From an optimization exercise on the open Yosys and OpenROAD flow, aimed at small area and few clock cycles; shortcuts taken in it are not production practice. Only simulation tests tie the RTL to the original design; equivalence was not proved. No activity file was given, so power comes from the tool's default toggle rates.

==> 06-02: inputs <==
Design cpu, start of the top module:
module cpu ( input clk,
             input reset,
             output [31:0] iaddr,
             input [31:0] idata,
             output [31:0] daddr,
             input [31:0] drdata,
             output [31:0] dwdata,
             output [3:0] dwe
           );
==> module wrdec, before the edit <==
module wrdec ( input [4:0] a, input we, output [31:1] wen, output [31:1] wn );
    genvar i;
    for (i = 1; i < 32; i = i + 1) begin : d
        assign wen[i] = we & (a == i);
        assign wn[i] = ~wen[i];
    end
endmodule
==> module tail2, before the edit <==
module tail2 ( input [9:0] t, input a1, b1, a2, b2, output y );
    assign y = ~(&t & ~((a1 & b1) | (a2 & b2)));
endmodule
==> module tail1, before the edit <==
module tail1 ( input [9:0] t, input a, b, output y );
    assign y = ~(&t & ~(a & b));
endmodule
make LEC_CHECK=0 CAP_MARGIN=20 CORE_MARGIN=2 CORE_UTILIZATION=40 CTS_CLUSTER_DIAMETER=100 CTS_CLUSTER_SIZE=20 PLACE_DENSITY=0.6 SETUP_SLACK_MARGIN=0.3 SLEW_MARGIN=20 SYNTH_HIERARCHICAL=1 finish   # period 14.0 ns
run.sh (not shown) runs the stock make flow with config.mk's settings and CLKGATE_MAP_FILE= SYNTH_SCRIPT=/design/flow/synth_recipe.tcl, a recipe that flattens the netlist after the stock synthesis.
==> inputs of 01-27, as changes to 06-02 <==
--- a/flow/design.v
+++ b/flow/design.v
@@ -187,8 +187,19 @@
 module wrdec ( input [4:0] a, input we, output [31:1] wen, output [31:1] wn );
+    wire [3:0] hi;
+    wire [7:0] lo;
     genvar i;
+    for (i = 0; i < 4; i = i + 1) begin : h
+        assign hi[i] = we & (a[4:3] == i);
+    end
+    for (i = 0; i < 8; i = i + 1) begin : l
+        assign lo[i] = (a[2:0] == i);
+    end
     for (i = 1; i < 32; i = i + 1) begin : d
-        assign wen[i] = we & (a == i);
-        assign wn[i] = ~wen[i];
+        en2 e (.a(hi[i / 8]), .b(lo[i % 8]), .y(wen[i]), .yn(wn[i]));
     end
 endmodule
+module en2 ( input a, input b, output y, output yn );
+    assign yn = ~(a & b);
+    assign y = ~yn;
+endmodule
 module control ( input [31:0] idata,
--- a/flow/config.mk
+++ b/flow/config.mk
@@ -9,3 +9,3 @@
 export CORE_MARGIN = 2
-export CORE_UTILIZATION = 40
+export CORE_UTILIZATION = 30
 export CTS_CLUSTER_DIAMETER = 100
@@ -14,3 +14,3 @@
 export SETUP_SLACK_MARGIN = 0.3
-export SLEW_MARGIN = 20
+export SLEW_MARGIN = 30
 export SYNTH_HIERARCHICAL = 1
==> inputs of 05-06, as changes to 06-02 <==
--- a/flow/design.v
+++ b/flow/design.v
@@ -178,6 +178,29 @@
 module tail2 ( input [9:0] t, input a1, b1, a2, b2, output y );
-    assign y = ~(&t & ~((a1 & b1) | (a2 & b2)));
+    wire n1, n2, u0, u1, u2;
+    g_nand2 m1 (.a(a1), .b(b1), .y(n1));
+    g_nand2 m2 (.a(a2), .b(b2), .y(n2));
+    g_nand4 k0 (.a(t[0]), .b(t[1]), .c(t[2]), .d(t[3]), .y(u0));
+    g_nand4 k1 (.a(t[4]), .b(t[5]), .c(t[6]), .d(t[7]), .y(u1));
+    g_nand4 k2 (.a(t[8]), .b(t[9]), .c(n1), .d(n2), .y(u2));
+    g_or3 o (.a(u0), .b(u1), .c(u2), .y(y));
 endmodule
 module tail1 ( input [9:0] t, input a, b, output y );
-    assign y = ~(&t & ~(a & b));
+    wire n1, u0, u1, u2;
+    g_nand2 m1 (.a(a), .b(b), .y(n1));
+    g_nand4 k0 (.a(t[0]), .b(t[1]), .c(t[2]), .d(t[3]), .y(u0));
+    g_nand4 k1 (.a(t[4]), .b(t[5]), .c(t[6]), .d(t[7]), .y(u1));
+    g_nand3 k2 (.a(t[8]), .b(t[9]), .c(n1), .y(u2));
+    g_or3 o (.a(u0), .b(u1), .c(u2), .y(y));
+endmodule
+module g_nand2 ( input a, b, output y );
+    assign y = ~(a & b);
+endmodule
+module g_nand3 ( input a, b, c, output y );
+    assign y = ~(a & b & c);
+endmodule
+module g_nand4 ( input a, b, c, d, output y );
+    assign y = ~(a & b & c & d);
+endmodule
+module g_or3 ( input a, b, c, output y );
+    assign y = a | b | c;
 endmodule
@@ -187,8 +210,19 @@
 module wrdec ( input [4:0] a, input we, output [31:1] wen, output [31:1] wn );
+    wire [3:0] hi;
+    wire [7:0] lo;
     genvar i;
+    for (i = 0; i < 4; i = i + 1) begin : h
+        assign hi[i] = we & (a[4:3] == i);
+    end
+    for (i = 0; i < 8; i = i + 1) begin : l
+        assign lo[i] = (a[2:0] == i);
+    end
     for (i = 1; i < 32; i = i + 1) begin : d
-        assign wen[i] = we & (a == i);
-        assign wn[i] = ~wen[i];
+        en2 e (.a(hi[i / 8]), .b(lo[i % 8]), .y(wen[i]), .yn(wn[i]));
     end
 endmodule
+module en2 ( input a, input b, output y, output yn );
+    assign yn = ~(a & b);
+    assign y = ~yn;
+endmodule
 module control ( input [31:0] idata,
==> flow/flow/run.sh (new file) <==
#!/bin/bash
# The standard layout (the standard.sh, unchanged synthesis and steps),
# with the port buffers made from buf_1 cells instead of the default cell
# and clock tree synthesis without dummy loads.
set -euo pipefail
export BUFFER_PORTS_ARGS="-buffer_cell sky130_fd_sc_hd__buf_1"
export CTS_ARGS="-sink_clustering_enable -repair_clock_nets -dont_use_dummy_load -sink_clustering_size 22 -sink_clustering_max_diameter 100"
bash standard.sh > flow.log 2>&1
==> flow/standard.sh (new file) <==
#!/bin/bash
# synth_recipe.tcl (not shown) runs the flow's synth.tcl, then flattens the netlist and writes it again
# the make line also repeats each setting of config.mk as NAME=value (left out here)
make -C /OpenROAD-flow-scripts/flow DESIGN_CONFIG=/design/flow/config.mk WORK_HOME=/design/flow/orfs CLKGATE_MAP_FILE= SYNTH_SCRIPT=/design/flow/synth_recipe.tcl "${@:-finish}"
--- a/flow/config.mk
+++ b/flow/config.mk
@@ -9,3 +9,3 @@
 export CORE_MARGIN = 2
-export CORE_UTILIZATION = 40
+export CORE_UTILIZATION = 30
 export CTS_CLUSTER_DIAMETER = 100
@@ -14,3 +14,3 @@
 export SETUP_SLACK_MARGIN = 0.3
-export SLEW_MARGIN = 20
+export SLEW_MARGIN = 30
 export SYNTH_HIERARCHICAL = 1
removed: flow/run.sh
==> summary.txt <==
metric                                                        05-06           01-27           06-02
Cell area after layout                                  52400 sq um     54100 sq um     53600 sq um
Crit. End Element                                         flip-flop  primary output  primary output
Met3 track demand over resource                               0.154           0.103           0.135
Pwr/cell area                                           214 nW/um^2     207 nW/um^2     210 nW/um^2
Fraction of power consumed by the clock network               0.150           0.163           0.165
Tmin final                                                 13190 ps        13350 ps        13490 ps
Post-placement cell count                                      6425            6403            5874
Largest net degree at the start of global routing                36              39              40
Sequential Power                                            5310 uW         5250 uW         5270 uW
GR Util met2                                                  0.426           0.420           0.556
Final worst path period share                                 0.942           0.953           0.964
Number of multi-input logic gates                              2943            2879            2891
Std cell rows                                                   144             144             125
Vias per Instance                                              7.45            7.19            7.94
Endpoint of the most critical setup path                     pc[31]       daddr[31]       daddr[31]
Final layout net count                                         4618            4606            4605
Die Ht                                                  397 microns     397 microns     345 microns
Switching component of the power                            4940 uW         4600 uW         4630 uW
CP Data Required Time                                      14540 ps        11200 ps        11200 ps
Tightest Pin Transition                                     1140 ps         1140 ps         1400 ps
First drt pass iteration count                                   14              15              13
Outcome                                              finished clean  finished clean  finished clean
Clock Skews                                                 77.3 ps         63.0 ps         50.5 ps
Fraction of layout cells with a size suffix above 1          0.0925           0.109           0.113
Clock network share of area                                  0.0253          0.0298          0.0306
Testbench counts of 06-02, summed over its fixed seeds: cycles 20,776.
Testbench counts of 01-27, summed over its fixed seeds: cycles 20,776.
Testbench counts of 05-06, summed over its fixed seeds: cycles 20,776.

-- static timing again, ports no longer ideal --
In the flow no input, the clock included, has a driving cell. The finished layouts below were timed again as built, in two steps. Step 1: set_driving_cell puts a clkbuf_16 on clk and a buf_2 on each other input, an assumption about the parent block. Step 2, shift: input delay + t, output delay - t, t = (earliest + latest rising clock arrival at the registers) / 2. This alone moves slack from input paths to output paths. a / b / c = no drivers / after step 1 / after step 2; a / b = the first two.
run	shift t [ns]	slack for setup (ns)	worst data-port slew with drivers (ns)
06-02	0.769	0.510 / 0.477 / 0.076	0.10
01-27	0.786	0.651 / 0.621 / -0.023	0.11
05-06	0.768	0.813 / 0.831 / 0.098	0.15
With both steps, setup timing fails in 01-27, where it was met with ideal ports. The setup slack of 05-06, which loses most, moves by +0.018 ns with the drivers and by -0.715 ns with both steps.
